What follows belongs to an exercise in optimizing a design on an open flow for small area; a production flow would make more cautious choices.
Function was checked by simulation only, so behaviour that the tests miss may differ from the original.
No activity file was given, so power comes from the tool's default toggle rates.

==> design.v <==
module rover_dff (
    input  wire clk,
    input  wire rst_n,
    input  wire d,
    output reg  q
);
  always @(posedge clk) begin
    if (!rst_n) q <= 1'b0;
    else        q <= d;
  end
endmodule
module mux_4bit #(
    parameter BITS = 8
) (
    input  wire [BITS-1:0] a,
    input  wire [BITS-1:0] b,
    input  wire [BITS-1:0] c,
    input  wire [BITS-1:0] d,
    input  wire [BITS-1:0] e,
    input  wire [BITS-1:0] f,
    input  wire [BITS-1:0] g,
    input  wire [3:0]      sel,
    output reg  [BITS-1:0] out
);
  always @(*) begin
    case (sel)
      4'b0000: out = a;
      4'b0001: out = b;
      4'b0010: out = c;
      4'b0011: out = d;
      4'b0100: out = e;
      4'b0101: out = f;
      4'b0110: out = g;
      default: out = {BITS{1'b0}};
    endcase
  end
endmodule
module heartbeat_counter (
    input  wire clk,
    input  wire rst_n,
    output wire counter_out
);
  reg  [20:0] s;
  reg         hb;
  wire        z  = (s[19:0] == 20'd0);
  wire        fb = s[20] ^ s[18] ^ z;
  always @(posedge clk) begin
    if (!rst_n) begin
      s  <= 21'd0;
      hb <= 1'b0;
    end else begin
      s  <= {s[19:0], fb};
      hb <= hb ^ (s[20] & z);
    end
  end
  assign counter_out = hb;
endmodule
module pulse_width_measure #(
    parameter W = 20
) (
    input  wire         clk,
    input  wire         rst_n,
    input  wire         pulse_signal,
    output reg  [W-1:0] pulse_width
);
  reg  [1:0]   st;
  reg  [W-1:0] cp;
  wire         q1, q2;
  rover_dff inst_dff1 (.clk(clk), .rst_n(rst_n), .d(pulse_signal), .q(q1));
  reg q2_r;
  always @(posedge clk) q2_r <= q1;
  assign q2 = q2_r;
  always @(posedge clk) begin
    if (!rst_n) st <= 2'b00;
    else case (st)
      2'b00: if (q1 && !q2)  st <= 2'b01;
      2'b01: if (q1 && q2)   st <= 2'b11;
      2'b11: if (!q1 && q2)  st <= 2'b10;
      default: if (!q1 && !q2) st <= 2'b00;
    endcase
  end
  reg [W:0]   c;
  reg [W-1:0] inc;
  integer i;
  always @(*) begin
    c[0] = st[0];
    for (i = 0; i < W; i = i + 1) begin
      inc[i] = cp[i] ^ c[i];
      c[i+1] = cp[i] & c[i];
    end
  end
  always @(posedge clk) begin
    if (!st[1]) cp <= {{(W-1){1'b0}}, 1'b1};
    else        cp <= inc;
  end
  wire ld = rst_n & st[1] & !st[0];
  wire hd = rst_n & !(st[1] & !st[0]);
  always @(posedge clk) pulse_width <= ({W{ld}} & cp) | ({W{hd}} & pulse_width);
endmodule
module pulse_width_measure_toggle #(
    parameter W = 20
) (
    input  wire         clk,
    input  wire         rst_n,
    input  wire         pulse_signal,
    output reg  [W-1:0] pulse_width,
    output reg          digital_output
);
  reg  [1:0]   st;
  reg  [W-1:0] cp;
  wire         q1, q2;
  rover_dff inst_dff1 (.clk(clk), .rst_n(rst_n), .d(pulse_signal), .q(q1));
  reg q2_r;
  always @(posedge clk) q2_r <= q1;
  assign q2 = q2_r;
  always @(posedge clk) begin
    if (!rst_n) st <= 2'b00;
    else case (st)
      2'b00: if (q1 && !q2)  st <= 2'b01;
      2'b01: if (q1 && q2)   st <= 2'b11;
      2'b11: if (!q1 && q2)  st <= 2'b10;
      default: if (!q1 && !q2) st <= 2'b00;
    endcase
  end
  reg [W:0]   c;
  reg [W-1:0] inc;
  integer i;
  always @(*) begin
    c[0] = st[0];
    for (i = 0; i < W; i = i + 1) begin
      inc[i] = cp[i] ^ c[i];
      c[i+1] = cp[i] & c[i];
    end
  end
  always @(posedge clk) begin
    if (!st[1]) cp <= {{(W-1){1'b0}}, 1'b1};
    else        cp <= inc;
  end
  localparam [W-1:0] K = 75002;
  reg lt;
  always @(*) begin
    lt = 1'b0;
    for (i = 0; i < W; i = i + 1)
      lt = K[i] ? (!cp[i] | lt) : (!cp[i] & lt);
  end
  wire ld = rst_n & st[1] & !st[0];
  wire hd = rst_n & !(st[1] & !st[0]);
  always @(posedge clk) begin
    pulse_width    <= ({W{ld}} & cp) | ({W{hd}} & pulse_width);
    digital_output <= (ld & (|cp) & lt) | (hd & digital_output);
  end
endmodule
module he_counter #(
    parameter W = 16
) (
    input  wire         clk,
    input  wire         rst_n,
    input  wire         pulse_signal,
    output reg  [W-1:0] pulse_counts
);
  localparam S_RISING = 2'd0, S_HIGH = 2'd1, S_FALLING = 2'd3, S_LOW = 2'd2;
  reg  [1:0] measurement_state;
  reg        seen;
  wire       q1, q2;
  rover_dff inst_dff1 (.clk(clk), .rst_n(rst_n), .d(pulse_signal), .q(q1));
  reg q2_r;
  always @(posedge clk) q2_r <= q1;
  assign q2 = q2_r;
  wire count = (measurement_state == S_HIGH) && q1 && q2;
  reg [W:0]   c;
  reg [W-1:0] nxt;
  integer i;
  always @(*) begin
    c[0] = count & seen;
    for (i = 0; i < W; i = i + 1) begin
      nxt[i] = pulse_counts[i] ^ c[i];
      c[i+1] = pulse_counts[i] & c[i];
    end
  end
  always @(posedge clk) begin
    if (!rst_n) begin
      measurement_state <= S_RISING;
      seen              <= 1'b0;
      pulse_counts      <= {W{1'b0}};
    end else begin
      pulse_counts <= nxt;
      if (count) seen <= 1'b1;
      case (measurement_state)
        S_RISING:  if (q1 && !q2)  measurement_state <= S_HIGH;
        S_HIGH:    if (q1 && q2)   measurement_state <= S_FALLING;
        S_FALLING: if (!q1 && q2)  measurement_state <= S_LOW;
        default:   if (!q1 && !q2) measurement_state <= S_RISING;
      endcase
    end
  end
endmodule
module pwm_timebase (
    input  wire        clk,
    input  wire        rst_n,
    output wire [15:0] t,
    output wire        valid,    
    output wire        down      
);
  reg [15:0] U;
  reg [3:0]  x;
  reg        dn;
  reg [9:0]  s1, lo;
  reg [10:0] cy;
  reg        lt;
  integer i;
  always @(*) begin
    cy[0] = 1'b0;
    for (i = 0; i < 10; i = i + 1) begin
      if (i < 3) begin
        s1[i]   = U[i];
        cy[i+1] = 1'b0;
      end else begin
        s1[i]   = U[i] ^ U[i-3] ^ cy[i];
        cy[i+1] = (U[i] & U[i-3]) | (U[i] & cy[i]) | (U[i-3] & cy[i]);
      end
    end
    lo    = s1;
    lo[8] = s1[8] ^ U[0];
    lo[9] = s1[9] ^ U[1] ^ (s1[8] & U[0]);
    lt = 1'b0;
    for (i = 0; i < 10; i = i + 1)
      lt = (10'd759 >> i) & 1 ? (!lo[i] | lt) : (!lo[i] & lt);
  end
  wire f = !lt;
  wire last = (x[3:1] == 3'b111) && (x[0] == f);    
  wire top  = U[15];                                
  wire bot  = dn && (U == 16'd0) && (x == 4'd13);   
  wire wrap = last | top;
  reg [16:0] uc;
  reg [15:0] un;
  always @(*) begin
    uc[0] = wrap;
    for (i = 0; i < 16; i = i + 1) begin
      un[i]   = U[i] ^ uc[i];
      uc[i+1] = (U[i] ^ dn) & uc[i];
    end
  end
  always @(posedge clk) begin
    if (!rst_n) begin
      U  <= 16'd0;
      x  <= 4'd1;
      dn <= 1'b0;
    end else begin
      U  <= un;
      x  <= (wrap | bot) ? 4'd0 : x + 1'b1;
      dn <= !bot & (dn | un[15]);
    end
  end
  assign t     = U;
  assign valid = dn ? last : (x == 4'd0);
  assign down  = dn;
endmodule
module pwm #(
    parameter integer BITS_RESOLUTION = 15
) (
    input  wire                       clk,
    input  wire                       rst_n,
    input  wire [BITS_RESOLUTION-1:0] duty,
    input  wire [15:0]                t,
    input  wire                       valid,
    input  wire                       down,
    output reg                        pwm_out
);
  reg  nxt;   
  wire hit = valid && (t == {1'b0, duty});
  always @(posedge clk) begin
    if (!rst_n) begin
      nxt     <= 1'b0;
      pwm_out <= 1'b0;
    end else begin
      if (hit) nxt <= down;
      pwm_out <= nxt;
    end
  end
endmodule
module rover_io (
    input  wire        clk,               
    input  wire        rst_n,             
    input  wire [5:0]  rc_in,             
    input  wire        hall_in,           
    input  wire [3:0]  dip_sw,            
    input  wire [15:0] steer_duty,        
    input  wire [14:0] throttle_duty,     
    input  wire [15:0] led_value,         
    output wire [19:0] pulse_width0,
    output wire [19:0] pulse_width1,
    output wire [19:0] pulse_width2,
    output wire [19:0] pulse_width3,
    output wire [19:0] pulse_width4,
    output wire [19:0] pulse_width5,
    output wire [15:0] hall_count,
    output wire        pwm_steering,
    output wire        pwm_throttle,
    output wire        digital_output1,
    output wire [7:0]  led
);
  wire       heartbeat;
  wire       pwm_steering_gen;
  wire       pwm_throttle_gen;
  he_counter #(.W(16)) inst_HE_sensor (
      .clk(clk), .rst_n(rst_n), .pulse_signal(hall_in), .pulse_counts(hall_count));
  mux_4bit #(.BITS(8)) inst_mux_LED (
      .a({1'b1, 1'b1, heartbeat, heartbeat, heartbeat, 1'b1, heartbeat, 1'b1}),
      .b(led_value[7:0]),
      .c(led_value[15:8]),
      .d({1'b1, 1'b1, heartbeat, heartbeat, heartbeat, 1'b1, heartbeat, 1'b1}),
      .e(steer_duty[7:0]),
      .f(steer_duty[15:8]),
      .g({hall_count[6:0], hall_in}),
      .sel(dip_sw),
      .out(led));
  mux_4bit #(.BITS(1)) inst_mux_steering (
      .a(pwm_steering_gen), .b(rc_in[3]), .c(1'b0), .d(1'b0),
      .e(pwm_steering_gen), .f(pwm_steering_gen), .g(1'b0),
      .sel(dip_sw), .out(pwm_steering));
  mux_4bit #(.BITS(1)) inst_mux_throttle (
      .a(pwm_throttle_gen), .b(rc_in[2]), .c(1'b0), .d(1'b0),
      .e(1'b0), .f(1'b0), .g(1'b0),
      .sel(dip_sw), .out(pwm_throttle));
  wire [15:0] pwm_t;
  wire        pwm_valid, pwm_down;
  pwm_timebase inst_pwm_timebase (
      .clk(clk), .rst_n(rst_n), .t(pwm_t), .valid(pwm_valid), .down(pwm_down));
  pwm #(.BITS_RESOLUTION(15)) inst_pwmGen_steering (
      .clk(clk), .rst_n(rst_n), .duty(steer_duty[14:0]),
      .t(pwm_t), .valid(pwm_valid), .down(pwm_down), .pwm_out(pwm_steering_gen));
  pwm #(.BITS_RESOLUTION(15)) inst_pwmGen_Throttle (
      .clk(clk), .rst_n(rst_n), .duty(throttle_duty),
      .t(pwm_t), .valid(pwm_valid), .down(pwm_down), .pwm_out(pwm_throttle_gen));
  heartbeat_counter inst_counter (.clk(clk), .rst_n(rst_n), .counter_out(heartbeat));
  pulse_width_measure #(.W(20)) inst_pwM1 (
      .clk(clk), .rst_n(rst_n), .pulse_signal(rc_in[0]), .pulse_width(pulse_width0));
  pulse_width_measure #(.W(20)) inst_pwM2 (
      .clk(clk), .rst_n(rst_n), .pulse_signal(rc_in[1]), .pulse_width(pulse_width1));
  pulse_width_measure #(.W(20)) inst_pwM3 (
      .clk(clk), .rst_n(rst_n), .pulse_signal(rc_in[2]), .pulse_width(pulse_width2));
  pulse_width_measure #(.W(20)) inst_pwM4 (
      .clk(clk), .rst_n(rst_n), .pulse_signal(rc_in[3]), .pulse_width(pulse_width3));
  pulse_width_measure #(.W(20)) inst_pwM5 (
      .clk(clk), .rst_n(rst_n), .pulse_signal(rc_in[4]), .pulse_width(pulse_width4));
  pulse_width_measure_toggle #(.W(20)) inst_pwM6 (
      .clk(clk), .rst_n(rst_n), .pulse_signal(rc_in[5]),
      .pulse_width(pulse_width5), .digital_output(digital_output1));
endmodule
==> flow/run.sh <==
#!/bin/bash
# The standard layout (standard.sh) with three changes:
#  - synthesis leaves adders to abc (no ADDER_MAP_FILE) and runs abc with the
#    area-oriented script flow/abc_area.script instead of ORFS's;
#  - ports are buffered with buf_1;
#  - the clock tree uses clkbuf_4 leaf clusters of 10 sinks and no dummy loads.
# Everything else (registers, floorplan, power grid, routing) is the standard flow.
# The output of the whole run goes to standard_flow.log; ORFS keeps each
# step's own log under orfs/logs/.
set -euo pipefail
W=$(pwd)
cat > "$W/area_synth.tcl" <<EOF
proc abc {args} {
  set i [lsearch -exact \$args -script]
  if { \$i >= 0 } { set args [lreplace \$args [expr {\$i + 1}] [expr {\$i + 1}] $W/flow/abc_area.script] }
  yosys abc {*}\$args
}
source $W/synth_recipe.tcl
EOF
bash standard.sh \
  "SYNTH_SCRIPT=$W/area_synth.tcl" \
  "ADDER_MAP_FILE=" \
  "BUFFER_PORTS_ARGS=-buffer_cell sky130_fd_sc_hd__buf_1" \
  "CTS_ARGS=-sink_clustering_enable -repair_clock_nets -dont_use_dummy_load -buf_list sky130_fd_sc_hd__clkbuf_4 -sink_clustering_size 10 -sink_clustering_max_diameter 60" \
  finish > standard_flow.log 2>&1
==> flow/abc_area.script <==
strash
balance
rewrite
refactor
balance
rewrite
rewrite -z
balance
refactor -z
rewrite -z
balance
&get -n
&st
&dch -f
&nf -a -R 1000
&put
strash
balance
rewrite
refactor
balance
rewrite
rewrite -z
balance
refactor -z
rewrite -z
balance
&get -n
&st
&dch -f
&nf -a -R 1000
&put
strash
balance
rewrite
refactor
balance
rewrite
rewrite -z
balance
refactor -z
rewrite -z
balance
&get -n
&st
&dch -f
&nf -a -R 1000
&put
strash
balance
rewrite
refactor
balance
rewrite
rewrite -z
balance
refactor -z
rewrite -z
balance
&get -n
&st
&dch -f
&nf -a -R 1000
&put
strash
balance
rewrite
refactor
balance
rewrite
rewrite -z
balance
refactor -z
rewrite -z
balance
&get -n
&st
&dch -f
&nf -a -R 1000
&put
==> standard.sh <==
#!/bin/bash
# synth_recipe.tcl (not shown) runs the flow's synth.tcl, then flattens the netlist and writes it again
# the make line also repeats each setting of config.mk as NAME=value (left out here)
make -C /OpenROAD-flow-scripts/flow DESIGN_CONFIG=/design/flow/config.mk WORK_HOME=/design/flow/orfs CLKGATE_MAP_FILE= SYNTH_SCRIPT=/design/flow/synth_recipe.tcl "${@:-finish}"
==> config.mk <==
export PLATFORM = sky130hd
export DESIGN_NAME = rover_io
export DESIGN_NICKNAME = rover_io
export VERILOG_FILES = /design/flow/design.v
export SDC_FILE = /design/flow/constraint.sdc
export NUM_CORES = 4
export LEC_CHECK = 0
export CAP_MARGIN = 20
export CORE_MARGIN = 2
export CORE_UTILIZATION = 65
export SLEW_MARGIN = 20
==> constraint.sdc <==
create_clock -name core_clock -period 20.0 [get_ports {clk}]
set_input_delay 4.0000 -clock core_clock [delete_from_list [all_inputs] [get_ports {clk}]]
set_output_delay 4.0000 -clock core_clock [all_outputs]
set_load 0.01 [all_outputs]
==> impl_metrics.toml, run 1 <==
[run_status]
status = "timing/DRC/antenna clean"

[clocking]
cts_tree = "built"
clk_pin_slew_ns = 0.10
clock_latency_ns = 0.65
post-cts-setup-buffer-count = 0
ctsResizeCount = 0
cts_buffers = 39
cts.sinks = 333
cts-htree-levels = 2
clk_path_buf_depth = 3
cts_root_buffer = "clkbuf_4"
hold_buffers = 0

[synthesis]
ys_top_cells_by_count = "333 x dfxtp_1, 124 x a21oi_1, 122 x a22o_1"
synthTopCellsByArea = "dfxtp_1 57%, a22o_1 9.2%, a21oi_1 5.3%, o21ai_0 4.7%, and2_0 3.3%"
yosysWarnings = 9
avgSynthCellArea_um2 = 10.1
netlist_area_mm2 = 0.0116
ys_ff_latch = 333
synth_cell_type_count = 40
synthFlopType = "dfxtp_1"
synth_area_leader_cell = "dfxtp_1"
synth_edf_count = 0
synthesis.nets = 1214
synthArstFlopShare = 0
yosysSeqAreaShare = 0.573
postSynthCellCount = 1154
netlist.area_leader.share = 0.573
synth_most_common_cell = "dfxtp_1"

[route]
postRouteAntennaNets = 0
drt-total-wl_um = 26300
vias_per_cell = 5.99
drt-wirelength-per-cell_um = 16.1
route.detailed.drc = 0
drt_first_pass_iters = 6
drtIter0Drc = 510
dr_total_vias = 9782

[setup_path]
cp_common_cell = "buf_1"
worstPathCellList = "buf_1, nand2b_1, nor3_1, a22oi_1, nand3_1, buf_1"
reg2reg_depth = 24
endpoint_kind = "output pin"
crit_arrival_ns = 5.66
cp_slowest_cell = "nor3_1"
path_depth = 6
cp_top_family = "simple AND/OR/NAND/NOR gates"
startpoint_type = "primary input"
crit_buf_inv = 2
path_class = "in2out"
path_max_fanout = 8
critPathRequiredTime_ns = 16.00
slowest_delay_ns = 0.68

[run]
drv_cap = 0

[power]
p_leak_nw = 4.89
max-vdd-ir-drop_v = 0.0000576
power.density_mw_per_mm2 = 75.7

[hold_path]
hold_depth = 0
hp-class = "reg2reg"

[placed_design]
place.gp.congestion = 0.956
dpl_worst_slack_ns = 10.03
portBuffers = 206
place_hpwl_um = 18100

[final_layout]
layout.area.seq_mm2 = 0.00667
synthToLayoutAreaGrowth_pct = 12.4
top_register = "inst_counter.s"
multiInputGateArea_mm2 = 0.00488
fillers = 1320
largest_reg_flops = 21
drive_gt1_frac = 0.0391
fin_nets = 1469

[floorplan]
die_h_um = 138
ios = 207
dieWidth_um = 138
core_mm2 = 0.0174
rows = 48
die_area_mm2 = 0.0190
start_util = 0.668

[sta]
grt_setup_unrepaired = "false"
period_needed_ns = 9.66
finalHoldViolCount = 0
max_slew_margin = 0.414
drv_slew = 0
skew_ns = 0.0449
layout_setup_ws_ns = 10.34
worst_pin_slew_ns = 0.872
clock.fmax_mhz = 104
setup_violations = 0
tns_ns = 0
timing.final.crit_share = 0.483
holdWs_ns = 0.397

[global_routing]
grt_pass1_wl_um = 42100
grt-ovfl-total = 0
grt_max_degree = 58
antenna_found_initial = 1
grt.total_usage = 0.272
grt_pass1_vias = 9131
-- cell usage in the layout, fill, tap and decap left out, types with 11 or more instances in the layout --
master,n
a21oi_1,124
a222oi_1,11
a22o_1,122
and2_0,62
and3_1,54
buf_1,205
clkbuf_4,39
clkinv_1,30
dfxtp_1,333
nand2_1,32
nand3_1,17
nor2_1,68
nor3_1,60
nor4_1,12
o21ai_0,109
xnor2_1,27
xor2_1,18
-- routing by layer --
layer | vias to the layer above | GRT usage | wire length, um
met1 | 4541 | 0.346 | 11600
met5 | - | 0 | 0
met2 | 340 | 0.457 | 12300
met4 | 0 | 0.105 | 779
li1 | 4830 | - | -
met3 | 71 | 0.0530 | 1610
-- kinds of logic (layout without fill, tap and decap cells) --
family	Yosys count	in the layout	synth area share
flip-flops	333	333	0.573
AND/OR/NAND/NOR	328	328	0.146
XOR/XNOR	45	45	0.0339
AO/OA/AOI/OAI	417	417	0.236
buffers and inverters	30	283	0.00968
other	0	1	0
adder cells (fa/ha/maj)	1	1	0.000861
-- stage by stage --
step	utilization	power, W	cell area, um2	cells
floorplan	-	0.000702	11600	1154
finish	0.751	0.000990	13100	1633
global placement	0.733	0.000716	12800	1592
CTS	0.750	0.000997	13100	1632
global route	0.751	0.00103	13100	1633
detailed placement	0.733	0.000717	12800	1593
-- report_power, final --
group / switching, W / internal [W]
Combinational: 0.0000200 / 0.0000113
Sequential: 0.00000497 / 0.000667
Clock: 0.000197 / 0.0000905
Total: 0.000222 / 0.000768
-- final timing paths --
kind                                              from  slack [ns]                   end
worst min register to register   inst_pwM1.inst_dff1.q        0.40        inst_pwM1.q2_r
worst max register to register  inst_pwm_timebase.U[4]       14.89  inst_pwm_timebase.dn
worst max-delay path                         dip_sw[3]       10.34                led[4]
worst min-delay path             inst_pwM1.inst_dff1.q        0.40        inst_pwM1.q2_r
-- layout make-up --
type | instances | share of cell area
Clock buffer | 39 | 0.0224
Multi-Input combinational cell | 791 | 0.374
Timing Repair Buffer | 214 | 0.0638
Inverter | 30 | 0.00861
Antenna cell | 1 | 0.000191
Sequential cell | 333 | 0.510
Tap cell | 225 | 0.0215
==> run 2, diff against run 1 <==
--- a/design.v
+++ b/design.v
@@ -141,14 +141,12 @@
   always @(*) begin
     lt = 1'b0;
     for (i = 0; i < W; i = i + 1)
-      lt = K[i] ? (!cp[i] | lt) : (!cp[i] & lt);
+      lt = K[i] ? (!pulse_width[i] | lt) : (!pulse_width[i] & lt);
+    digital_output = (|pulse_width) & lt;
   end
   wire ld = rst_n & st[1] & !st[0];
   wire hd = rst_n & !(st[1] & !st[0]);
-  always @(posedge clk) begin
-    pulse_width    <= ({W{ld}} & cp) | ({W{hd}} & pulse_width);
-    digital_output <= (ld & (|cp) & lt) | (hd & digital_output);
-  end
+  always @(posedge clk) pulse_width <= ({W{ld}} & cp) | ({W{hd}} & pulse_width);
 endmodule
 module he_counter #(
     parameter W = 16
@@ -201,7 +199,7 @@
     output wire        valid,    
     output wire        down      
 );
-  reg [15:0] U;
+  reg [14:0] U;
   reg [3:0]  x;
   reg        dn;
   reg [9:0]  s1, lo;
@@ -227,31 +225,33 @@
       lt = (10'd759 >> i) & 1 ? (!lo[i] | lt) : (!lo[i] & lt);
   end
   wire f = !lt;
+  wire u0   = (U == 15'd0);
   wire last = (x[3:1] == 3'b111) && (x[0] == f);    
-  wire top  = U[15];                                
-  wire bot  = dn && (U == 16'd0) && (x == 4'd13);   
+  wire top  = u0 && (x == 4'd15);                   
+  wire bot  = dn && u0 && (x == 4'd13);             
   wire wrap = last | top;
-  reg [16:0] uc;
-  reg [15:0] un;
+  reg [15:0] uc;
+  reg [14:0] un;
   always @(*) begin
     uc[0] = wrap;
-    for (i = 0; i < 16; i = i + 1) begin
+    for (i = 0; i < 15; i = i + 1) begin
       un[i]   = U[i] ^ uc[i];
       uc[i+1] = (U[i] ^ dn) & uc[i];
     end
   end
+  wire reach_top = !dn && uc[15];    
   always @(posedge clk) begin
     if (!rst_n) begin
-      U  <= 16'd0;
+      U  <= 15'd0;
       x  <= 4'd1;
       dn <= 1'b0;
     end else begin
       U  <= un;
-      x  <= (wrap | bot) ? 4'd0 : x + 1'b1;
-      dn <= !bot & (dn | un[15]);
+      x  <= reach_top ? 4'd15 : (wrap | bot) ? 4'd0 : x + 1'b1;
+      dn <= !bot & (dn | reach_top);
     end
   end
-  assign t     = U;
+  assign t     = {1'b0, U};
   assign valid = dn ? last : (x == 4'd0);
   assign down  = dn;
 endmodule
==> impl_metrics.toml, run 2 <==
[run_status]
status = "timing/DRC/antenna clean"

[power]
p_leak_nw = 4.89
max-vdd-ir-drop_v = 0.0000572
power.density_mw_per_mm2 = 75.4

[final_layout]
fin_nets = 1475
mostFrequentLayoutCells = "331 x dfxtp_1, 205 x buf_1, 128 x a21oi_1"
drive_gt1_frac = 0.0340
fin_util = 0.750
multiInputGateArea_mm2 = 0.00491
top_register = "inst_counter.s"
layout.area.seq_mm2 = 0.00663
fillers = 1317
synthToLayoutAreaGrowth_pct = 12.1
largest_reg_flops = 21
fin_area_mm2 = 0.0131
final_common_cell = "dfxtp_1"

[route]
vias_per_cell = 5.95
wl_met2_um = 11900
dr_wl_met3_um = 1700
route.detailed.drc = 0
drtIter0Drc = 613
dr.max_layer_used = "met4"
drt_first_pass_iters = 6
wl_met1_um = 11100
drt-wirelength-per-cell_um = 15.4
postRouteAntennaNets = 0
drt-total-wl_um = 25200
dr_total_vias = 9752

[floorplan]
core_mm2 = 0.0174
die_area_mm2 = 0.0190
start_util = 0.669
dieWidth_um = 138
rows = 48
ios = 207
die_h_um = 138

[sta]
drv_slew = 0
worst_pin_slew_ns = 0.924
max_slew_margin = 0.380
holdWs_ns = 0.398
period_needed_ns = 9.54
tns_ns = 0
setup_violations = 0
clock.fmax_mhz = 105
skew_ns = 0.0734
timing.final.crit_share = 0.477
grt_setup_unrepaired = "false"
finalHoldViolCount = 0

[setup_path]
slowest_delay_ns = 0.69
path_class = "in2out"
startpoint_type = "primary input"
endpoint_kind = "output pin"
crit_buf_inv = 2
critPathRequiredTime_ns = 16.00
crit_arrival_ns = 5.54
worstPathCellList = "buf_1, nand2b_1, nor3_1, a222oi_1, nand2_1, buf_1"
cp_slowest_cell = "nor3_1"
cp_top_family = "simple AND/OR/NAND/NOR gates"
worstReg2RegStart = "inst_pwm_timebase.U[5]"
startpoint = "dip_sw[3]"
cp_common_cell = "buf_1"
path_max_fanout = 8

[synthesis]
synth-simple-area-share = 0.150
netlist.area_leader.share = 0.568
synthFlopType = "dfxtp_1"
synthTopCellsByArea = "dfxtp_1 57%, a22o_1 9.1%, a21oi_1 5.5%, o21ai_0 4.9%, and2_0 3.7%"
synth_top_family_by_area = "compound AO/OA/AOI/OAI gates"
yosysSeqAreaShare = 0.568
yosysWarnings = 9
synth_area_leader_cell = "dfxtp_1"
synthesis.nets = 1222
synth_compound_area_frac = 0.243
synth.mux.area_fraction = 0.000859
synthArstFlopShare = 0
synth_fa_ha_area_frac = 0.000859
synth_most_common_cell = "dfxtp_1"
netlist_area_mm2 = 0.0117
avgSynthCellArea_um2 = 10.0
synth_xor_area_frac = 0.0263
synth_edf_count = 0
ys_top_cells_by_count = "331 x dfxtp_1, 128 x a21oi_1, 121 x a22o_1"
ys_ff_latch = 331
postSynthCellCount = 1162
synth_cell_type_count = 39

[clocking]
clock_latency_ns = 0.61
cts-htree-levels = 2
cts_root_buffer = "clkbuf_4"
clk_path_buf_depth = 3
hold_buffers = 0
ctsResizeCount = 0
post-cts-setup-buffer-count = 0
clk_pin_slew_ns = 0.10
cts_tree = "built"
cts_buffers = 39
cts.sinks = 331

[global_routing]
grt_pass1_wl_um = 40200
grt_max_degree = 91
grt_pass1_vias = 8739
grt-ovfl-total = 0
antenna_found_initial = 1
grt.total_usage = 0.257

[placed_design]
place_hpwl_um = 17500
portBuffers = 206
dpl_cell_area_mm2 = 0.0128
place.gp.congestion = 0.881

[run]
drv_cap = 0

[hold_path]
hp-class = "reg2reg"
min_from = "inst_pwM2.inst_dff1.q"
## run 2: where the power goes
group / switching [W] / leakage (nW) / internal (W)
sequential: 0.00000466 / 2.67 / 0.000663
combinational: 0.0000192 / 2.04 / 0.0000118
clock: 0.000196 / 0.179 / 0.0000904
total: 0.000220 / 4.89 / 0.000765
## run 2: final timing paths
check / to / slack, ns / cells after the start
setup / recovery: led[0] / 10.46 / 6
hold / removal: inst_pwM2.q2_r / 0.40 / 0
setup reg to reg: inst_pwm_timebase.x[3] / 14.98 / 24
hold reg to reg: inst_pwM2.q2_r / 0.40 / 0
## run 2: metal layers
layer,global-route usage,up-vias
met4,0.0918,0
met2,0.424,322
li1,-,4862
met3,0.0501,56
met1,0.336,4512
met5,0,-
## run 2: layout make-up
class,count,share of cell area
repair buffers,212,0.0627
inverters,35,0.0101
flip-flops and latches,331,0.507
clock buffers,39,0.0224
multi-input cells,796,0.376
diodes,1,0.000192
well taps,225,0.0215
## run 2: logic make-up after synthesis
group / after synthesis
buffers and inverters: 35
multiplexers: 1
flip-flops: 331
AO/OA/AOI/OAI: 432
AND/OR/NAND/NOR: 327
adder cells (fa/ha/maj): 1
XOR/XNOR: 35
## run 2: per-stage QoR
step                      std cells  setup slack, ns  power, W
after floorplan                1162            10.94  0.000698
after CTS                      1638            10.30  0.000992
after detailed placement       1599            10.29  0.000713
after global routing           1639            10.29   0.00102
after global placement         1599            10.42  0.000712
final                          1639            10.46  0.000985
==> run 3, diff against run 2 <==
--- a/config.mk
+++ b/config.mk
@@ -5,7 +5,7 @@
 export SDC_FILE = /design/flow/constraint.sdc
 export NUM_CORES = 4
 export LEC_CHECK = 0
-export CAP_MARGIN = 20
+export CAP_MARGIN = 0
 export CORE_MARGIN = 2
 export CORE_UTILIZATION = 65
-export SLEW_MARGIN = 20
+export SLEW_MARGIN = 0
==> impl_metrics.toml, run 3 <==
[setup_path]
path_max_fanout = 10
path_class = "in2out"
cp_slowest_cell = "nor3_1"
slowest_delay_ns = 0.83
crit_buf_inv = 2
startpoint_type = "primary input"
worstReg2RegStart = "inst_pwm_timebase.U[5]"
reg2reg_depth = 24
r2r_slack_ns = 15.00
r2r-end = "inst_pwm_timebase.x[3]"
worstPathCellList = "buf_1, nand2b_1, nor3_1, a22oi_1, nand3_1, buf_1"
endpoint_kind = "output pin"
cp_common_cell = "buf_1"
crit_arrival_ns = 5.69
cp_top_family = "simple AND/OR/NAND/NOR gates"
critPathRequiredTime_ns = 16.00

[clocking]
ctsResizeCount = 0
cts_root_buffer = "clkbuf_4"
cts-htree-levels = 2
post-cts-setup-buffer-count = 0
cts_buffers = 39
clk_pin_slew_ns = 0.10
clock_latency_ns = 0.61
cts.sinks = 331
hold_buffers = 0
cts_tree = "built"
clk_path_buf_depth = 3

[sta]
finalHoldViolCount = 0
skew_ns = 0.0760
clock.fmax_mhz = 103
period_needed_ns = 9.69
holdWs_ns = 0.398
max_slew_margin = 0.284
setup_violations = 0
grt_setup_unrepaired = "false"
timing.final.crit_share = 0.484
tns_ns = 0
drv_slew = 0
worst_pin_slew_ns = 1.07

[global_routing]
use_met2 = 0.424
grt_max_degree = 91
grt_pass1_wl_um = 40200
grt.total_usage = 0.257
grtUsageMet1 = 0.336
use_met3 = 0.0501
grt-ovfl-total = 0
grt_pass1_vias = 8739
gr-max-usage-layer = "met2"
antenna_found_initial = 1

[hold_path]
hp-class = "reg2reg"
min_from = "inst_pwM2.inst_dff1.q"
hold_end = "inst_pwM2.q2_r"
hold_depth = 0

[final_layout]
mostFrequentLayoutCells = "331 x dfxtp_1, 205 x buf_1, 128 x a21oi_1"
fin_nets = 1475
final_common_cell = "dfxtp_1"
layout.area.seq_mm2 = 0.00663
top_register = "inst_counter.s"
synthToLayoutAreaGrowth_pct = 12.0
drive_gt1_frac = 0.0333
fillers = 1317
multiInputGateArea_mm2 = 0.00490
largest_reg_flops = 21

[synthesis]
avgSynthCellArea_um2 = 10.0
synthFlopType = "dfxtp_1"
synthesis.nets = 1222
ys_top_cells_by_count = "331 x dfxtp_1, 128 x a21oi_1, 121 x a22o_1"
netlist_area_mm2 = 0.0117
synth_most_common_cell = "dfxtp_1"
postSynthCellCount = 1162
synth_area_leader_cell = "dfxtp_1"
yosysWarnings = 9
yosysSeqAreaShare = 0.568
synth_edf_count = 0
synthTopCellsByArea = "dfxtp_1 57%, a22o_1 9.1%, a21oi_1 5.5%, o21ai_0 4.9%, and2_0 3.7%"
synthArstFlopShare = 0
ys_ff_latch = 331
synth_cell_type_count = 39
netlist.area_leader.share = 0.568

[placed_design]
portBuffers = 206
place.gp.congestion = 0.881
place_hpwl_um = 17500

[floorplan]
core_mm2 = 0.0174
start_util = 0.669
dieWidth_um = 138
rows = 48
die_area_mm2 = 0.0190
die_h_um = 138
ios = 207

[route]
dr_total_vias = 9736
drt_first_pass_iters = 5
drtIter0Drc = 603
drt-wirelength-per-cell_um = 15.4
route.detailed.drc = 0
vias_per_cell = 5.94
postRouteAntennaNets = 0
drt-total-wl_um = 25200

[run_status]
status = "timing/DRC/antenna clean"

[power]
p_leak_nw = 4.89
power.density_mw_per_mm2 = 75.4
max-vdd-ir-drop_v = 0.0000573
power_w = 0.000985

[run]
drv_cap = 0
## run 3: metal layers
metal  routed length, um  up-vias
li1                    -     4867
met1               11100     4496
met2               11800      320
met3                1720       53
met4                 561        0
met5                   0        -
## run 3: metrics by stage
step           area (um2)  setup slack [ns]  std cells   util
2_1_floorplan       11700             10.94       1162      -
5_1_grt             13100             10.05       1639  0.750
3_3_place_gp        12800             10.42       1599  0.733
3_5_place_dp        12800             10.29       1599  0.733
4_1_cts             13100             10.30       1638  0.750
6_report            13100             10.32       1639  0.750
## run 3: how the worst max path moves through the flow
stage	depth (start not counted)	endpoint	slack, ns	from
detailed placement	6	led[3]	10.29	dip_sw[1]
global route	6	led[7]	10.05	dip_sw[1]
finish	6	led[1]	10.32	dip_sw[1]
floorplan	4	led[1]	10.94	dip_sw[1]
CTS	6	led[3]	10.30	dip_sw[1]
global placement	6	led[1]	10.42	dip_sw[1]
## run 3: final cells by class
type | instances | share of cell area
inverter | 35 | 0.0101
antenna | 1 | 0.000192
multi-input combinational | 796 | 0.376
tap | 225 | 0.0216
timing repair buffer | 212 | 0.0628
clock buffer | 39 | 0.0224
sequential | 331 | 0.507
## run 3: logic make-up after synthesis
kind of cell | Yosys count | synth area share
AOI/OAI and AO/OA | 432 | 0.243
adders and majority gates | 1 | 0.000859
muxes | 1 | 0.000859
xor gates and xnor gates | 35 | 0.0263
DFF | 331 | 0.568
buffers and inverters | 35 | 0.0113
and+or+nand+nor | 327 | 0.150
## run 3: where the power goes
group	switching [W]	internal [W]	total, W
clock network	0.000196	0.0000904	0.000287
logic	0.0000191	0.0000118	0.0000309
registers	0.00000467	0.000663	0.000667
total	0.000220	0.000765	0.000985
==> run 4, diff against run 3 <==
--- a/flow/run.sh
+++ b/flow/run.sh
@@ -21,5 +21,5 @@
   "SYNTH_SCRIPT=$W/area_synth.tcl" \
   "ADDER_MAP_FILE=" \
   "BUFFER_PORTS_ARGS=-buffer_cell sky130_fd_sc_hd__buf_1" \
-  "CTS_ARGS=-sink_clustering_enable -repair_clock_nets -dont_use_dummy_load -buf_list sky130_fd_sc_hd__clkbuf_4 -sink_clustering_size 10 -sink_clustering_max_diameter 60" \
+  "CTS_ARGS=-sink_clustering_enable -repair_clock_nets -dont_use_dummy_load -buf_list sky130_fd_sc_hd__clkbuf_8 -sink_clustering_size 18 -sink_clustering_max_diameter 60" \
   finish > standard_flow.log 2>&1
--- a/config.mk
+++ b/config.mk
@@ -5,7 +5,7 @@
 export SDC_FILE = /design/flow/constraint.sdc
 export NUM_CORES = 4
 export LEC_CHECK = 0
-export CAP_MARGIN = 0
+export CAP_MARGIN = 20
 export CORE_MARGIN = 2
 export CORE_UTILIZATION = 65
-export SLEW_MARGIN = 0
+export SLEW_MARGIN = 20
==> impl_metrics.toml, run 4 <==
[run_status]
status = "timing/DRC/antenna clean"

[final_layout]
mostFrequentLayoutCells = "331 x dfxtp_1, 205 x buf_1, 128 x a21oi_1"
diodes = 0
fin_area_mm2 = 0.0131
fin_util = 0.751
synthToLayoutAreaGrowth_pct = 12.1
fin_cells = 1621
final_common_cell = "dfxtp_1"
largest_reg_flops = 21
drive_gt1_frac = 0.0222
fin_nets = 1458
top_register = "inst_counter.s"

[run]
drv_cap = 0

[placed_design]
place.gp.congestion = 0.881
place_hpwl_um = 17500
portBuffers = 206
dpl_cell_area_mm2 = 0.0128
dp.cells = 1599
dpl_worst_slack_ns = 10.29

[setup_path]
reg2reg_depth = 24
cp_slowest_cell = "nor3_1"
cp_common_cell = "buf_1"
endpoint_kind = "output pin"
worstPathCellList = "buf_1, nand2b_1, nor3_1, a222oi_1, nand2_1, buf_1"
path_class = "in2out"
slowest_delay_ns = 0.66
critPathRequiredTime_ns = 16.00
worstReg2RegStart = "inst_pwm_timebase.U[5]"
startpoint_type = "primary input"
path_max_fanout = 8
r2r-end = "inst_pwm_timebase.x[3]"
r2r_slack_ns = 15.02
crit_arrival_ns = 5.51

[hold_path]
hp-class = "reg2reg"
hold_end = "inst_pwM1.q2_r"
hold_depth = 0
min_from = "inst_pwM1.inst_dff1.q"

[sta]
grt_setup_unrepaired = "false"
period_needed_ns = 9.51
finalHoldViolCount = 0
timing.final.crit_share = 0.476
worst_pin_slew_ns = 0.930
tns_ns = 0
setup_violations = 0
drv_slew = 0
clock.fmax_mhz = 105
layout_setup_ws_ns = 10.49
max_slew_margin = 0.377
skew_ns = 0.0714

[floorplan]
core_mm2 = 0.0174
ios = 207
die_area_mm2 = 0.0190
start_util = 0.669
rows = 48
dieWidth_um = 138
die_h_um = 138

[clocking]
cts_tree = "built"
ctsResizeCount = 0
cts-htree-levels = 1
clock_latency_ns = 0.55
cts_buffers = 22
clk_pin_slew_ns = 0.11
clk_path_buf_depth = 3
cts.sinks = 331
post-cts-setup-buffer-count = 0
cts_root_buffer = "clkbuf_8"
hold_buffers = 0

[power]
p_leak_nw = 4.87
power.density_mw_per_mm2 = 75.4
max-vdd-ir-drop_v = 0.0000651

[synthesis]
synth_top_family_by_area = "compound AO/OA/AOI/OAI gates"
synth_fa_ha_area_frac = 0.000859
synth_compound_area_frac = 0.243
synthesis.nets = 1222
synth_most_common_cell = "dfxtp_1"
avgSynthCellArea_um2 = 10.0
synthFlopType = "dfxtp_1"
synth_area_leader_cell = "dfxtp_1"
synth-simple-area-share = 0.150
yosysSeqAreaShare = 0.568
synthTopCellsByArea = "dfxtp_1 57%, a22o_1 9.1%, a21oi_1 5.5%, o21ai_0 4.9%, and2_0 3.7%"
synth_cell_type_count = 39
postSynthCellCount = 1162
ys_top_cells_by_count = "331 x dfxtp_1, 128 x a21oi_1, 121 x a22o_1"
synth_edf_count = 0
ys_ff_latch = 331
synthArstFlopShare = 0
synth_xor_area_frac = 0.0263
synth.mux.area_fraction = 0.000859
yosysWarnings = 9
netlist.area_leader.share = 0.568
netlist_area_mm2 = 0.0117

[global_routing]
grt.total_usage = 0.253
grt_max_degree = 91
grt_pass1_wl_um = 40000
grt-ovfl-total = 0
grt_pass1_vias = 8623
antenna_found_initial = 0

[route]
drt-total-wl_um = 25000
drt-wirelength-per-cell_um = 15.4
drtIter0Drc = 605
vias_per_cell = 5.93
drt_first_pass_iters = 7
dr_total_vias = 9610
route.detailed.drc = 0
postRouteAntennaNets = 0
[run 4: cell counts after synthesis]
Identical to the previous run, type by type.
[run 4: kinds of logic (layout without fill, tap and decap cells)]
| kind of cell | after synthesis | in the layout |
|---|---|---|
| adders and majority gates | 1 | 1 |
| xor gates and xnor gates | 35 | 35 |
| muxes | 1 | 1 |
| AOI/OAI and AO/OA | 432 | 432 |
| DFF | 331 | 331 |
| buffers and inverters | 35 | 269 |
| and+or+nand+nor | 327 | 327 |
[run 4: report_power, final]
group	switching (W)	total, W	internal (W)	leakage (nW)
clock	0.000188	0.000287	0.0000994	0.158
sequential	0.00000466	0.000667	0.000663	2.67
combinational	0.0000192	0.0000310	0.0000118	2.04
[run 4: layout make-up]
cell class	instances	area [um2]
sequential	331	6630
multi-input combinational	796	4910
fill	1298	4350
timing repair buffer	212	820
clock buffer	22	303
tap	225	282
inverter	35	131
[run 4: how the worst max path moves through the flow]
stage / depth (start not counted) / endpoint / slack [ns] / from
CTS: 6 / led[3] / 10.30 / dip_sw[1]
floorplan: 4 / led[1] / 10.94 / dip_sw[1]
detailed placement: 6 / led[3] / 10.29 / dip_sw[1]
global route: 6 / led[0] / 10.29 / dip_sw[3]
global placement: 6 / led[1] / 10.42 / dip_sw[1]
finish: 6 / led[2] / 10.49 / dip_sw[3]
[run 4: routing by layer]
metal,vias to the layer above,wire [um],track usage
met5,-,0,0
met4,0,627,0.0822
met3,51,1540,0.0373
met2,312,11600,0.426
met1,4435,11200,0.337
li1,4812,-,-
[run 4: stage by stage]
step                      total power [W]  hold slack, ns
final                            0.000985           0.369
after global routing              0.00102           0.377
after CTS                        0.000993           0.375
after detailed placement         0.000713           0.386
after global placement           0.000712           0.380
after floorplan                  0.000698           0.371
[run 4: worst max-delay path: cells and delay by family]
kind	cells	cell delay (ns)
buf+inv	2	0.28
compound gates	1	0.27
simple gates	3	0.96
==> run 5, diff against run 4 <==
--- a/flow/run.sh
+++ b/flow/run.sh
@@ -3,7 +3,7 @@
 #  - synthesis leaves adders to abc (no ADDER_MAP_FILE) and runs abc with the
 #    area-oriented script flow/abc_area.script instead of ORFS's;
 #  - ports are buffered with buf_1;
-#  - the clock tree uses clkbuf_4 leaf clusters of 10 sinks and no dummy loads.
+#  - the clock tree uses clkbuf_8 leaf clusters of 18 sinks and no dummy loads.
 # Everything else (registers, floorplan, power grid, routing) is the standard flow.
 # The output of the whole run goes to standard_flow.log; ORFS keeps each
 # step's own log under orfs/logs/.
--- a/flow/abc_area.script
+++ b/flow/abc_area.script
@@ -78,3 +78,51 @@
 &dch -f
 &nf -a -R 1000
 &put
+strash
+balance
+rewrite
+refactor
+balance
+rewrite
+rewrite -z
+balance
+refactor -z
+rewrite -z
+balance
+&get -n
+&st
+&dch -f
+&nf -a -R 1000
+&put
+strash
+balance
+rewrite
+refactor
+balance
+rewrite
+rewrite -z
+balance
+refactor -z
+rewrite -z
+balance
+&get -n
+&st
+&dch -f
+&nf -a -R 1000
+&put
+strash
+balance
+rewrite
+refactor
+balance
+rewrite
+rewrite -z
+balance
+refactor -z
+rewrite -z
+balance
+&get -n
+&st
+&dch -f
+&nf -a -R 1000
+&put
--- a/config.mk
+++ b/config.mk
@@ -7,5 +7,5 @@
 export LEC_CHECK = 0
 export CAP_MARGIN = 20
 export CORE_MARGIN = 2
-export CORE_UTILIZATION = 65
+export CORE_UTILIZATION = 80
 export SLEW_MARGIN = 20
==> impl_metrics.toml, run 5 <==
[floorplan]
die_area_mm2 = 0.0154
start_util = 0.827
rows = 43
die_h_um = 124
dieWidth_um = 124
ios = 207
core_mm2 = 0.0140

[route]
dr_wl_met3_um = 3360
wl_met2_um = 16500
drt_first_pass_iters = 8
drt-wirelength-per-cell_um = 21.4
dr.max_layer_used = "met4"
drt-total-wl_um = 33500
route.detailed.drc = 0
postRouteAntennaNets = 0
drtIter0Drc = 1768
wl_met1_um = 12000
dr_total_vias = 11000
vias_per_cell = 7.02

[synthesis]
ys_top_cells_by_count = "331 x dfxtp_1, 126 x a21oi_1, 121 x a22o_1"
synth_cell_type_count = 39
synth_most_common_cell = "dfxtp_1"
synthFlopType = "dfxtp_1"
synthesis.nets = 1211
avgSynthCellArea_um2 = 10.0
synth_area_leader_cell = "dfxtp_1"
netlist_area_mm2 = 0.0116
synth_edf_count = 0
synthTopCellsByArea = "dfxtp_1 57%, a22o_1 9.2%, a21oi_1 5.5%, o21ai_0 4.8%, and2_0 3.5%"
synthArstFlopShare = 0
ys_ff_latch = 331
netlist.area_leader.share = 0.573
postSynthCellCount = 1151
yosysWarnings = 9
yosysSeqAreaShare = 0.573

[sta]
worst_pin_slew_ns = 0.941
skew_ns = 0.0450
finalHoldViolCount = 0
layout_setup_ws_ns = 10.31
max_slew_margin = 0.368
tns_ns = 0
setup_violations = 0
drv_slew = 0
clock.fmax_mhz = 103
timing.final.crit_share = 0.485
period_needed_ns = 9.70
grt_setup_unrepaired = "false"

[clocking]
cts.sinks = 331
clk_pin_slew_ns = 0.11
cts_tree = "built"
post-cts-setup-buffer-count = 0
clock_latency_ns = 0.55
cts_root_buffer = "clkbuf_8"
cts-htree-levels = 1
cts_buffers = 22
ctsResizeCount = 0
hold_buffers = 0
clk_path_buf_depth = 3

[setup_path]
r2r_slack_ns = 14.36
reg2reg_depth = 23
startpoint = "dip_sw[0]"
critPathRequiredTime_ns = 16.00
crit_arrival_ns = 5.70
path_max_fanout = 5
path_class = "in2out"
worstReg2RegStart = "inst_pwm_timebase.U[1]"
endpoint_kind = "output pin"
startpoint_type = "primary input"
r2r-end = "inst_pwm_timebase.x[2]"

[global_routing]
grt_pass1_vias = 10500
antenna_found_initial = 0
grt_max_degree = 59
grt-ovfl-total = 0
grt_pass1_wl_um = 53600
grt.total_usage = 0.414

[hold_path]
hold_depth = 0
hold_end = "inst_pwM1.q2_r"
min_from = "inst_pwM1.inst_dff1.q"
hp-class = "reg2reg"

[final_layout]
fillers = 530
mostFrequentLayoutCells = "331 x dfxtp_1, 205 x buf_1, 126 x a21oi_1"
drive_gt1_frac = 0.0253
largest_reg_flops = 21
fin_nets = 1446
synthToLayoutAreaGrowth_pct = 12.2
final_common_cell = "dfxtp_1"
fin_util = 0.928
diodes = 0
top_register = "inst_counter.s"

[power]
max-vdd-ir-drop_v = 0.0000648
power.density_mw_per_mm2 = 77.3
p_leak_nw = 4.82

[placed_design]
portBuffers = 206
dpl_worst_slack_ns = 10.16
place_hpwl_um = 21000
place.gp.congestion = 0.944

[run_status]
status = "timing/DRC/antenna clean"

[run]
drv_cap = 0
==> run 5: worst max path at each step <==
stage / endpoint / slack, ns / depth (start not counted)
after CTS: led[5] / 10.16 / 6
after global routing: led[3] / 10.27 / 6
after detailed placement: led[5] / 10.16 / 6
final: led[3] / 10.31 / 6
after floorplan: led[7] / 10.89 / 4
after global placement: led[5] / 10.26 / 6
==> run 5: per-layer routing <==
metal | GRT usage | vias up
met2 | 0.722 | 906
li1 | - | 4777
met4 | 0.191 | 0
met1 | 0.507 | 5119
met5 | 0 | -
met3 | 0.0637 | 182
==> run 5: logic make-up after synthesis <==
family	share of synthesized area
simple gates	0.148
mux	0.000865
buf+inv	0.00909
flops	0.573
xor+xnor	0.0303
fa+ha+maj	0.000865
compound gates	0.239
==> run 5: area by class of cell <==
cell class,count,area (um2),share of cell area
timing repair buffer,211,820,0.0632
inverter,28,105,0.00810
clock buffer,22,303,0.0233
sequential,331,6630,0.511
tap,180,225,0.0174
multi-input combinational,792,4900,0.377
==> run 5: worst max-delay path: stages <==
cell	delay (ns)
buf_1	0.13
nand2b_1	0.24
nor3_1	0.75
a222oi_1	0.22
nand3_1	0.17
buf_1	0.18
==> run 5: metrics by stage <==
step / instances / hold WS (ns) / power, W / cell area, um2
after floorplan: 1151 / 0.370 / 0.000702 / 11600
after global placement: 1540 / 0.377 / 0.000717 / 12600
after detailed placement: 1542 / 0.385 / 0.000719 / 12700
after CTS: 1564 / 0.405 / 0.000996 / 13000
after global routing: 1564 / 0.413 / 0.00102 / 13000
final: 1564 / 0.407 / 0.00100 / 13000
==> run 5: power breakdown <==
group	switching (W)	internal, W
clock network	0.000196	0.0000996
logic	0.0000244	0.0000131
registers	0.00000723	0.000663
total	0.000227	0.000776
==> run 6, diff against run 5 <==
--- a/config.mk
+++ b/config.mk
@@ -7,5 +7,6 @@
 export LEC_CHECK = 0
 export CAP_MARGIN = 20
 export CORE_MARGIN = 2
-export CORE_UTILIZATION = 80
+export CORE_UTILIZATION = 65
+export GPL_TIMING_DRIVEN = 0
 export SLEW_MARGIN = 20
==> impl_metrics.toml, run 6 <==
[power]
p_leak_nw = 4.84
max-vdd-ir-drop_v = 0.0000695
power.density_mw_per_mm2 = 75.9

[final_layout]
final_common_cell = "dfxtp_1"
synthToLayoutAreaGrowth_pct = 12.9
fin_nets = 1448
drive_gt1_frac = 0.0281
top_register = "inst_counter.s"
fillers = 1280
fin_cells = 1611
largest_reg_flops = 21
mostFrequentLayoutCells = "331 x dfxtp_1, 205 x buf_1, 126 x a21oi_1"
diodes = 0

[setup_path]
worstReg2RegStart = "inst_pwm_timebase.U[1]"
r2r-end = "inst_pwm_timebase.x[3]"
path_max_fanout = 5
slowest_delay_ns = 0.81
cp_slowest_cell = "nor3_1"
path_class = "in2out"
cp_common_cell = "buf_1"
startpoint_type = "primary input"
crit_arrival_ns = 5.74
reg2reg_depth = 23
worstPathCellList = "buf_1, nand2b_1, nor3_1, a222oi_1, nand3_1, buf_1"
endpoint_kind = "output pin"
r2r_slack_ns = 14.81
critPathRequiredTime_ns = 16.00

[clocking]
clock_latency_ns = 0.54
cts-htree-levels = 1
cts.sinks = 331
hold_buffers = 0
ctsResizeCount = 0
post-cts-setup-buffer-count = 0
cts_tree = "built"
clk_pin_slew_ns = 0.11
clk_path_buf_depth = 3
cts_root_buffer = "clkbuf_8"
cts_buffers = 22

[placed_design]
place_hpwl_um = 18500
portBuffers = 206
place.gp.congestion = 0.920
dpl_worst_slack_ns = 10.14
dp.cells = 1589

[hold_path]
hp-class = "reg2reg"
hold_depth = 0
min_from = "inst_pwM6.inst_dff1.q"
hold_end = "inst_pwM6.q2_r"

[synthesis]
synth_edf_count = 0
synthArstFlopShare = 0
synthesis.nets = 1211
ys_top_cells_by_count = "331 x dfxtp_1, 126 x a21oi_1, 121 x a22o_1"
ys_ff_latch = 331
avgSynthCellArea_um2 = 10.0
yosysSeqAreaShare = 0.573
synth_area_leader_cell = "dfxtp_1"
synthTopCellsByArea = "dfxtp_1 57%, a22o_1 9.2%, a21oi_1 5.5%, o21ai_0 4.8%, and2_0 3.5%"
postSynthCellCount = 1151
synth_most_common_cell = "dfxtp_1"
netlist.area_leader.share = 0.573
synth_cell_type_count = 39
netlist_area_mm2 = 0.0116
yosysWarnings = 9
synthFlopType = "dfxtp_1"

[sta]
timing.final.crit_share = 0.487
max_slew_margin = 0.300
grt_setup_unrepaired = "false"
finalHoldViolCount = 0
worst_pin_slew_ns = 1.04
drv_slew = 0
clock.fmax_mhz = 103
tns_ns = 0
setup_violations = 0
skew_ns = 0.0407
period_needed_ns = 9.74
layout_setup_ws_ns = 10.26
holdWs_ns = 0.397

[floorplan]
core_mm2 = 0.0174
die_area_mm2 = 0.0189
start_util = 0.666
ios = 207
dieWidth_um = 137
die_h_um = 137
rows = 48

[global_routing]
grt_pass1_vias = 8581
grt_max_degree = 34
grt_pass1_wl_um = 40900
grt-ovfl-total = 0
antenna_found_initial = 0
grt.total_usage = 0.265

[route]
postRouteAntennaNets = 0
route.detailed.drc = 0
drtIter0Drc = 524
drt-total-wl_um = 25900
drt_first_pass_iters = 5
vias_per_cell = 6.03
drt-wirelength-per-cell_um = 16.1
dr_total_vias = 9710

[run]
drv_cap = 0

[run_status]
status = "timing/DRC/antenna clean"
run 6: cell counts after synthesis:
Identical to the previous run, type by type.
run 6: cells by family after synthesis:
kind of cell,count (synthesis),share of synthesized area
AOI/OAI and AO/OA,421,0.239
xor gates and xnor gates,40,0.0303
adders and majority gates,1,0.000865
buffers and inverters,28,0.00909
DFF,331,0.573
muxes,1,0.000865
and+or+nand+nor,329,0.148
run 6: worst max-delay path by stage:
stage,startpoint,to,slack (ns),depth (start not counted)
final,dip_sw[0],led[5],10.26,6
after global routing,dip_sw[1],led[5],10.20,6
after CTS,dip_sw[3],led[6],10.14,6
after detailed placement,dip_sw[3],led[6],10.14,6
after global placement,dip_sw[1],led[4],9.98,6
after floorplan,dip_sw[1],led[7],10.89,4
run 6: routing by layer:
metal / up-vias / track usage / wire length [um]
met5: - / 0 / 0
met4: 0 / 0.0733 / 651
met3: 57 / 0.0408 / 1530
met2: 296 / 0.433 / 11800
met1: 4574 / 0.369 / 11800
li1: 4783 / - / -
run 6: area by class of cell:
class	instances	area, um2	area share
repair buffers	213	866	0.0663
multi-input cells	792	4880	0.373
clock buffers	22	303	0.0232
flip-flops and latches	331	6630	0.507
inverters	28	106	0.00814
well taps	225	282	0.0216
run 6: report_power, final:
part / internal (W) / switching [W]
clock network: 0.0000994 / 0.000188
registers: 0.000663 / 0.00000610
logic: 0.0000133 / 0.0000221
total: 0.000776 / 0.000216
run 6: worst max-delay path, delay by kind of cell:
family	cells	cell delay (ns)
buffers and inverters	2	0.30
and+or+nand+nor	3	1.17
AOI/OAI and AO/OA	1	0.27
run 6: metrics by stage:
stage / util / area [um2] / power (W)
floorplan: - / 11600 / 0.000702
global placement: 0.727 / 12600 / 0.000717
detailed placement: 0.735 / 12800 / 0.000719
CTS: 0.752 / 13100 / 0.000998
global route: 0.752 / 13100 / 0.00103
finish: 0.752 / 13100 / 0.000992
==> run 7, diff against run 6 <==
--- a/config.mk
+++ b/config.mk
@@ -8,5 +8,4 @@
 export CAP_MARGIN = 20
 export CORE_MARGIN = 2
 export CORE_UTILIZATION = 65
-export GPL_TIMING_DRIVEN = 0
 export SLEW_MARGIN = 20
==> impl_metrics.toml, run 7 <==
[setup_path]
r2r-end = "inst_pwm_timebase.x[1]"
r2r_slack_ns = 14.70
path_max_fanout = 9
reg2reg_depth = 23
slowest_delay_ns = 0.63
crit_buf_inv = 2
path_class = "in2out"
worstReg2RegStart = "inst_pwm_timebase.U[1]"
cp_common_cell = "buf_1"
crit_arrival_ns = 5.65
cp_slowest_cell = "nor2_1"
startpoint_type = "primary input"
worstPathCellList = "buf_1, nand2b_1, nor2_1, a222oi_1, nand3_1, buf_1"
critPathRequiredTime_ns = 16.00
cp_top_family = "simple AND/OR/NAND/NOR gates"
endpoint_kind = "output pin"

[route]
route.detailed.drc = 0
drt_first_pass_iters = 6
vias_per_cell = 6.02
postRouteAntennaNets = 0
drt-wirelength-per-cell_um = 16.2
dr_total_vias = 9710
drt-total-wl_um = 26200
drtIter0Drc = 724

[synthesis]
netlist.area_leader.share = 0.573
ys_top_cells_by_count = "331 x dfxtp_1, 126 x a21oi_1, 121 x a22o_1"
synthesis.nets = 1211
synth_edf_count = 0
netlist_area_mm2 = 0.0116
ys_ff_latch = 331
synthFlopType = "dfxtp_1"
synthTopCellsByArea = "dfxtp_1 57%, a22o_1 9.2%, a21oi_1 5.5%, o21ai_0 4.8%, and2_0 3.5%"
yosysWarnings = 9
yosysSeqAreaShare = 0.573
synthArstFlopShare = 0
postSynthCellCount = 1151
synth_fa_ha_area_frac = 0.000865
synth_area_leader_cell = "dfxtp_1"
synth-simple-area-share = 0.148
synth_compound_area_frac = 0.239
synth_cell_type_count = 39
synth.mux.area_fraction = 0.000865
synth_top_family_by_area = "compound AO/OA/AOI/OAI gates"
synth_xor_area_frac = 0.0303
synth_most_common_cell = "dfxtp_1"
avgSynthCellArea_um2 = 10.0

[final_layout]
fin_area_mm2 = 0.0130
multiInputGateArea_mm2 = 0.00488
diodes = 0
top_register = "inst_counter.s"
final_common_cell = "dfxtp_1"
mostFrequentLayoutCells = "331 x dfxtp_1, 205 x buf_1, 126 x a21oi_1"
fin_nets = 1449
largest_reg_flops = 21
fin_util = 0.751
drive_gt1_frac = 0.0267
layout.area.seq_mm2 = 0.00663
fillers = 1317
synthToLayoutAreaGrowth_pct = 12.6

[run_status]
status = "timing/DRC/antenna clean"

[hold_path]
hold_depth = 0
hold_end = "inst_pwM5.q2_r"
hp-class = "reg2reg"
min_from = "inst_pwM5.inst_dff1.q"

[global_routing]
use_met2 = 0.435
grt-ovfl-total = 0
antenna_found_initial = 0
grt_pass1_vias = 8561
use_met3 = 0.0394
grt_max_degree = 59
grt_pass1_wl_um = 41500
grt.total_usage = 0.270
grtUsageMet1 = 0.370
gr-max-usage-layer = "met2"

[sta]
skew_ns = 0.0318
setup_violations = 0
max_slew_margin = 0.343
tns_ns = 0
layout_setup_ws_ns = 10.35
holdWs_ns = 0.397
drv_slew = 0
finalHoldViolCount = 0
timing.final.crit_share = 0.482
worst_pin_slew_ns = 0.977
clock.fmax_mhz = 104
period_needed_ns = 9.65
grt_setup_unrepaired = "false"

[clocking]
clk_path_buf_depth = 3
cts_root_buffer = "clkbuf_8"
cts-htree-levels = 1
post-cts-setup-buffer-count = 0
clock_latency_ns = 0.54
hold_buffers = 0
cts_buffers = 22
cts_tree = "built"
cts.sinks = 331
ctsResizeCount = 0
clk_pin_slew_ns = 0.10

[floorplan]
ios = 207
die_h_um = 137
die_area_mm2 = 0.0189
rows = 48
start_util = 0.666
dieWidth_um = 137
core_mm2 = 0.0174

[placed_design]
dpl_cell_area_mm2 = 0.0127
place.gp.congestion = 0.933
portBuffers = 206
dpl_worst_slack_ns = 10.39
place_hpwl_um = 18400

[power]
p_leak_nw = 4.83
max-vdd-ir-drop_v = 0.0000622
power.density_mw_per_mm2 = 76.0

[run]
drv_cap = 0
run 7: cells by family after synthesis:
family                   count (synthesis)
XOR/XNOR                                40
AO/OA/AOI/OAI                          421
adder cells (fa/ha/maj)                  1
buffers and inverters                   28
multiplexers                             1
AND/OR/NAND/NOR                        329
flip-flops                             331
run 7: worst register-to-register path, stage by stage (launching register included):
cell and delay, ns:
dfxtp_1 0.67, o22ai_1 0.20, o211ai_1 0.20, o221ai_1 0.13, nand2_1 0.13, xor2_1 0.19, xnor2_1 0.17, nand2_1 0.10
xnor2_1 0.15, a31oi_1 0.20, nand2b_1 0.08, a21o_1 0.21, nand2_1 0.13, nand3_1 0.12, nor2_1 0.21, and3_1 0.24
nand2_1 0.12, a211oi_1 0.38, nand2_1 0.20, nor4_1 0.63, nand3_1 0.32, nor2_1 0.30, nor2_1 0.08, nor2_1 0.09
run 7: final cells by class:
type / instances / area share
inverters: 28 / 0.00807
well taps: 225 / 0.0216
multi-input cells: 792 / 0.374
clock buffers: 22 / 0.0232
flip-flops and latches: 331 / 0.509
repair buffers: 214 / 0.0641
run 7: worst max-delay path by stage:
stage                   to  cells after the start      start
floorplan           led[7]                      4  dip_sw[1]
global placement    led[5]                      6  dip_sw[0]
detailed placement  led[4]                      6  dip_sw[0]
CTS                 led[5]                      6  dip_sw[0]
global route        led[5]                      6  dip_sw[0]
finish              led[6]                      6  dip_sw[1]
run 7: report_power, final:
part / leakage (nW) / switching [W] / internal, W / total [W]
logic: 2.00 / 0.0000219 / 0.0000131 / 0.0000350
clock network: 0.158 / 0.000187 / 0.0000995 / 0.000286
registers: 2.67 / 0.00000618 / 0.000663 / 0.000669
run 7: layer usage:
metal	wire, um	vias to the layer above
met2	11900	339
met3	1860	56
met4	776	0
met5	0	-
met1	11700	4541
li1	-	4774
run 7: through the flow:
step | instances | power (W)
after detailed placement | 1590 | 0.000719
final | 1612 | 0.000990
after CTS | 1612 | 0.000997
after floorplan | 1151 | 0.000702
after global placement | 1590 | 0.000717
after global routing | 1612 | 0.00102
==> run 8, diff against run 7 <==
--- a/config.mk
+++ b/config.mk
@@ -8,4 +8,5 @@
 export CAP_MARGIN = 20
 export CORE_MARGIN = 2
 export CORE_UTILIZATION = 65
+export PLACE_DENSITY = 0.85
 export SLEW_MARGIN = 20
==> impl_metrics.toml, run 8 <==
[route]
drt-total-wl_um = 25600
postRouteAntennaNets = 0
drt_first_pass_iters = 5
drtIter0Drc = 642
dr_total_vias = 9686
drt-wirelength-per-cell_um = 15.9
route.detailed.drc = 0
vias_per_cell = 6.01

[final_layout]
synthToLayoutAreaGrowth_pct = 12.7
diodes = 0
fin_nets = 1449
fin_area_mm2 = 0.0130
top_register = "inst_counter.s"
largest_reg_flops = 21
mostFrequentLayoutCells = "331 x dfxtp_1, 205 x buf_1, 126 x a21oi_1"
drive_gt1_frac = 0.0274
final_common_cell = "dfxtp_1"
fillers = 1270

[synthesis]
ys_ff_latch = 331
synth_area_leader_cell = "dfxtp_1"
yosysSeqAreaShare = 0.573
postSynthCellCount = 1151
synth_edf_count = 0
synthFlopType = "dfxtp_1"
netlist_area_mm2 = 0.0116
avgSynthCellArea_um2 = 10.0
ys_top_cells_by_count = "331 x dfxtp_1, 126 x a21oi_1, 121 x a22o_1"
netlist.area_leader.share = 0.573
synthesis.nets = 1211
synth_cell_type_count = 39
synthArstFlopShare = 0
synth_most_common_cell = "dfxtp_1"
synthTopCellsByArea = "dfxtp_1 57%, a22o_1 9.2%, a21oi_1 5.5%, o21ai_0 4.8%, and2_0 3.5%"
yosysWarnings = 9

[clocking]
cts-htree-levels = 1
ctsResizeCount = 0
cts_root_buffer = "clkbuf_8"
post-cts-setup-buffer-count = 0
hold_buffers = 0
clk_pin_slew_ns = 0.10
cts_buffers = 23
cts_tree = "built"
clk_path_buf_depth = 3
clock_latency_ns = 0.55
cts.sinks = 331

[floorplan]
die_h_um = 137
die_area_mm2 = 0.0189
start_util = 0.666
dieWidth_um = 137
rows = 48
ios = 207
core_mm2 = 0.0174

[power]
max-vdd-ir-drop_v = 0.0000672
power.density_mw_per_mm2 = 76.3
p_leak_nw = 4.84

[setup_path]
cp_common_cell = "buf_1"
worstPathCellList = "buf_1, nand2b_1, nor3_1, a222oi_1, nand3_1, buf_1"
cp_top_family = "simple AND/OR/NAND/NOR gates"
endpoint_kind = "output pin"
startpoint_type = "primary input"
path_class = "in2out"
slowest_delay_ns = 0.65
crit_arrival_ns = 5.52
path_max_fanout = 8
crit_buf_inv = 2
cp_slowest_cell = "nor3_1"
critPathRequiredTime_ns = 16.00

[global_routing]
grt_pass1_wl_um = 41200
antenna_found_initial = 0
grt-ovfl-total = 0
grt_pass1_vias = 8723
grt.total_usage = 0.263
grt_max_degree = 59

[sta]
drv_slew = 0
finalHoldViolCount = 0
worst_pin_slew_ns = 0.898
layout_setup_ws_ns = 10.48
tns_ns = 0
max_slew_margin = 0.386
grt_setup_unrepaired = "false"
timing.final.crit_share = 0.476
skew_ns = 0.0532
clock.fmax_mhz = 105
period_needed_ns = 9.52
setup_violations = 0

[placed_design]
dpl_worst_slack_ns = 10.23
place.gp.congestion = 0.869
place_hpwl_um = 17800
portBuffers = 206
dpl_cell_area_mm2 = 0.0127

[hold_path]
hp-class = "reg2reg"

[run]
drv_cap = 0

[run_status]
status = "timing/DRC/antenna clean"
-- run 8: changes by cell type in the layout (fill, tap and decap cells not counted), sizes merged --
cell,delta
buf,-1
clkbuf,+1
-- run 8: kinds of logic after synthesis --
group / after synthesis / share of synthesized area
adder cells (fa/ha/maj): 1 / 0.000865
AO/OA/AOI/OAI: 421 / 0.239
multiplexers: 1 / 0.000865
XOR/XNOR: 40 / 0.0303
flip-flops: 331 / 0.573
AND/OR/NAND/NOR: 329 / 0.148
buffers and inverters: 28 / 0.00909
-- run 8: per-stage QoR --
stage | power, W | hold WS, ns | util | instances
2_1_floorplan | 0.000702 | 0.370 | - | 1151
3_3_place_gp | 0.000717 | 0.383 | 0.732 | 1589
3_5_place_dp | 0.000718 | 0.390 | 0.732 | 1589
4_1_cts | 0.00100 | 0.404 | 0.751 | 1612
5_1_grt | 0.00103 | 0.424 | 0.751 | 1612
6_report | 0.000994 | 0.402 | 0.751 | 1612
-- run 8: path summary, 6_finish.rpt --
| path | to | slack (ns) | from | cells after the start |
|---|---|---|---|---|
| setup / recovery | led[6] | 10.48 | dip_sw[3] | 6 |
| hold / removal | inst_pwM6.q2_r | 0.40 | inst_pwM6.inst_dff1.q | 0 |
| setup reg to reg | inst_pwm_timebase.x[3] | 14.98 | inst_pwm_timebase.U[1] | 23 |
| hold reg to reg | inst_pwM6.q2_r | 0.40 | inst_pwM6.inst_dff1.q | 0 |
-- run 8: power breakdown --
group / internal [W] / switching [W] / leakage [nW]
sequential: 0.000663 / 0.00000614 / 2.67
combinational: 0.0000130 / 0.0000215 / 2.00
clock: 0.000104 / 0.000187 / 0.165
-- run 8: layout make-up --
class | instances | area (um2) | area share
clock buffer | 23 | 317 | 0.0243
multi-input combinational | 792 | 4880 | 0.374
inverter | 28 | 105 | 0.00806
timing repair buffer | 213 | 827 | 0.0635
sequential | 331 | 6630 | 0.508
tap | 225 | 282 | 0.0216
-- run 8: worst register-to-register path, stage by stage, from the launching register on --
cell	delay [ns]
dfxtp_1	0.66
o22ai_1	0.20
o211ai_1	0.22
o221ai_1	0.13
nand2_1	0.13
xor2_1	0.19
xnor2_1	0.18
nand2_1	0.10
xnor2_1	0.14
a31oi_1	0.20
nand2b_1	0.08
a21o_1	0.21
nand2_1	0.13
nand3_1	0.12
nor2_1	0.21
and3_1	0.22
nand2_1	0.11
a211oi_1	0.31
nand2_1	0.17
nor4_1	0.58
nand3_1	0.24
nor2_1	0.27
nor2_1	0.09
nor2_1	0.09
-- run 8: layer usage --
| layer | wire [um] | global-route usage |
|---|---|---|
| met2 | 12000 | 0.441 |
| met5 | 0 | 0 |
| met1 | 11400 | 0.350 |
| met3 | 1650 | 0.0453 |
| met4 | 618 | 0.0750 |

==> re-timing with driven ports <==
Ports are ideal in the flow. The routed layouts listed here were re-timed in OpenROAD.
Step 1 assumes that a clkbuf_16 drives the clock port and a buf_2 every other input.
Step 2 times the ports against the registers' clock, not the clock port: input delays grow and output delays shrink by t, the midpoint of the rising clock arrivals with the driver on.
a / b / c = no drivers / after step 1 / after step 2; a / b = the first two.
| run | shift t [ns] | setup slack, ns |
|---|---|---|
| run 1 | 0.657 | 10.342 / 10.322 / 10.322 |
| run 2 | 0.626 | 10.462 / 10.430 / 10.430 |
| run 3 | 0.624 | 10.315 / 10.282 / 10.282 |
| run 4 | 0.564 | 10.487 / 10.453 / 10.453 |
| run 5 | 0.567 | 10.305 / 10.280 / 10.280 |
| run 6 | 0.560 | 10.262 / 10.235 / 10.235 |
| run 7 | 0.570 | 10.353 / 10.328 / 10.328 |
| run 8 | 0.562 | 10.477 / 10.457 / 10.457 |
After both steps every run listed still meets setup and hold.
